This design comes from an exercise in tuning for small area, a short achievable clock period and few clock cycles on the open sky130 flow, not from production work.
RTL that was checked went through simulation tests only; none was proved equivalent to the original.
Power and IR drop assume default switching activity.

Design exponent, start of the top module:
module exponent (clock, reset_n, enable, x, a, p, ready);
    input logic clock, reset_n, enable;
    input logic [31:0] x, a;
    output logic [31:0] p;
    output logic ready;
    logic [31:0] b;       
    logic [28:0] e;       
    logic busy;
    logic [31:0] np, nb;
    assign p = ~np;
    assign b = ~nb;
    wire [31:0] s = b | (x & {32{~busy}});
    wire last = (e[28:1] == 28'd0);
    wire keep = reset_n & (busy ? ~last : (ready & enable));
    wire a_ge32 = |a[31:5];
    wire a_ge16 = |a[31:4];
    wire a_ge11 = a_ge16 | (a[3] & (a[2] | (a[1] & a[0])));
    wire a_ge8 = |a[31:3];
    wire a_ge7 = a_ge8 | (&a[2:0]);
    wire a_ge6 = a_ge8 | (&a[2:1]);
    wire a_ge5 = a_ge8 | (a[2] & (a[1] | a[0]));
    wire a_ge4 = |a[31:2];
    wire a_ge3 = a_ge4 | (&a[1:0]);
    wire a_ge2 = |a[31:1];
    wire a_ge1 = |a;
    wire zero = (~x[0] & a_ge32) | (~|x[1:0] & a_ge16) | (~|x[2:0] & a_ge11)
              | (~|x[3:0] & a_ge8) | (~|x[4:0] & a_ge7) | (~|x[5:0] & a_ge6)
              | (~|x[6:0] & a_ge5) | (~|x[7:0] & a_ge4) | (~|x[10:0] & a_ge3)
              | (~|x[15:0] & a_ge2) | (~|x & a_ge1);
    wire [31:0] sq;       
    wire [31:0] pr;       
    wire sq_1;
    wire sq_2;
    wire sq_3;
    wire sq_4;
    wire sq_5;
    wire sq_6;
    wire sq_7;
    wire sq_8;
    wire sq_9;
    wire sq_10;
    wire sq_11;
    wire sq_12;
    wire sq_13;
    wire sq_14;
    wire sq_15;
    wire sq_16;
    wire sq_17;
    wire sq_18;
    wire sq_19;
    wire sq_20;
    wire sq_21;
    wire sq_22;
    wire sq_23;
    wire sq_24;
    wire sq_25;
    wire sq_26;
    wire sq_27;
    wire sq_28;
    wire sq_29;
    wire sq_30;
    wire sq_31;
    wire sq_32;
    wire sq_33;
    wire sq_34;
    wire sq_35;
    wire sq_36;
    wire sq_37;
    wire sq_38;
    wire sq_39;
    wire sq_40;
    wire sq_41;
    wire sq_42;
    wire sq_43;
    wire sq_44;
    wire sq_45;
    wire sq_46;
    wire sq_47;
    wire sq_48;
  ...
==> flow/config.mk <==
export PLATFORM = sky130hd
export DESIGN_NAME = exponent
export DESIGN_NICKNAME = exponent
export VERILOG_FILES = /design/flow/design.v
export SDC_FILE = /design/flow/constraint.sdc
export NUM_CORES = 4
export LEC_CHECK = 0
export CAP_MARGIN = 20
export CORE_MARGIN = 2
export CORE_UTILIZATION = 40
export PLACE_DENSITY = 0.6
export SETUP_SLACK_MARGIN = 3.5
export SLEW_MARGIN = 20
export SYNTH_HIERARCHICAL = 1
==> flow/constraint.sdc <==
create_clock -name core_clock -period 10.0 [get_ports {clock}]
set_input_delay 2.0000 -clock core_clock [delete_from_list [all_inputs] [get_ports {clock}]]
set_output_delay 2.0000 -clock core_clock [all_outputs]
set_load 0.01 [all_outputs]
run.sh (not shown) runs the stock make flow with config.mk's settings and CLKGATE_MAP_FILE= SYNTH_SCRIPT=/design/flow/synth_recipe.tcl, a recipe that flattens the netlist after the stock synthesis.
The first run finished clean.
Testbench counts at the start, summed over its fixed seeds: cycles 2,126.
Edit:
--- a/flow/design.v
+++ b/flow/design.v
@@ -1,37 +1,22 @@
 `timescale 1ps/1ps
 module exponent (clock, reset_n, enable, x, a, p, ready);
     input logic clock, reset_n, enable;
     input logic [31:0] x, a;
     output logic [31:0] p;
     output logic ready;
     logic [31:0] b;       
-    logic [28:0] e;       
+    logic [30:0] e;       
     logic busy;
     logic [31:0] np, nb;
     assign p = ~np;
     assign b = ~nb;
     wire [31:0] s = b | (x & {32{~busy}});
-    wire last = (e[28:1] == 28'd0);
+    wire last = (e[30:1] == 31'd0);
     wire keep = reset_n & (busy ? ~last : (ready & enable));
-    wire a_ge32 = |a[31:5];
-    wire a_ge16 = |a[31:4];
-    wire a_ge11 = a_ge16 | (a[3] & (a[2] | (a[1] & a[0])));
-    wire a_ge8 = |a[31:3];
-    wire a_ge7 = a_ge8 | (&a[2:0]);
-    wire a_ge6 = a_ge8 | (&a[2:1]);
-    wire a_ge5 = a_ge8 | (a[2] & (a[1] | a[0]));
-    wire a_ge4 = |a[31:2];
-    wire a_ge3 = a_ge4 | (&a[1:0]);
-    wire a_ge2 = |a[31:1];
-    wire a_ge1 = |a;
-    wire zero = (~x[0] & a_ge32) | (~|x[1:0] & a_ge16) | (~|x[2:0] & a_ge11)
-              | (~|x[3:0] & a_ge8) | (~|x[4:0] & a_ge7) | (~|x[5:0] & a_ge6)
-              | (~|x[6:0] & a_ge5) | (~|x[7:0] & a_ge4) | (~|x[10:0] & a_ge3)
-              | (~|x[15:0] & a_ge2) | (~|x & a_ge1);
     wire [31:0] sq;       
     wire [31:0] pr;       
     wire sq_1;
     wire sq_2;
     wire sq_3;
     wire sq_4;
     wire sq_5;
@@ -3760,15 +3745,15 @@
     assign pr[27] = pm_p0_27 ^ pm_g5_26;
     assign pr[28] = pm_p0_28 ^ pm_g5_27;
     assign pr[29] = pm_p0_29 ^ pm_g5_28;
     assign pr[30] = pm_p0_30 ^ pm_g5_29;
     assign pr[31] = pm_p0_31 ^ pm_g5_30;
     always @(posedge clock) begin
         nb <= ~(sq & {32{keep}});
-        e <= busy ? (e >> 1) : a[29:1];
+        e <= busy ? (e >> 1) : a[31:1];
     end
     always @(posedge clock) begin
         if (!reset_n) begin
             busy <= 1'b0;
             ready <= 1'b0;
         end else if (busy) begin
             if (e[0]) np <= ~pr;
@@ -3776,16 +3761,16 @@
                 busy <= 1'b0;
                 ready <= 1'b1;
             end
         end else if (!ready) begin
             ready <= 1'b1;
         end else if (enable) begin
             ready <= 1'b0;
-            busy <= ~zero;
-            np <= ~(zero ? 32'd0 : a[0] ? x : 32'd1);
+            busy <= 1'b1;
+            np <= ~(a[0] ? x : 32'd1);
         end
     end
 endmodule
 module exp_fa (input a, input b, input c, output s, output co);
     assign s = a ^ b ^ c;
     assign co = (a & b) | (a & c) | (b & c);
 endmodule
Outcome: Setup slack gains 0.014 ns; global-route usage falls by 0.35 points; routed wire length barely changes; final cell count is lower by 1.1%; power came out higher by 15%; worst hold slack is worse by 0.0033 ns; final area went down by 1.0%.
Only the layout flow was run in the second run of this note; the RTL was not checked for function there.

-- static timing again, ports no longer ideal --
Ports are ideal in the flow. The routed layouts listed here were re-timed in OpenROAD. Step 1, drivers: a clkbuf_16 drives clock and a buf_2 each remaining input, both assumed. Step 2, shift: input delay + t, output delay - t, t = (earliest + latest rising clock arrival at the registers) / 2. This alone moves slack from input paths to output paths. Three values: ideal, step 1, step 2; two values: the first two.
run | t (ns) | slack for setup (ns) | hold WS [ns] | pins driven straight from the clock port
the first run | 0.405 | 3.505 / 3.483 / 3.078 | 0.489 / 0.489 / 0.489 | 1
the second run | 0.404 | 3.519 / 3.519 / 3.115 | 0.485 / 0.485 / 0.485 | 1
After both steps setup and hold are still met in every run listed. For the first run, which loses most, drivers alone change the setup slack by -0.022 ns; drivers and shift together by -0.427 ns.
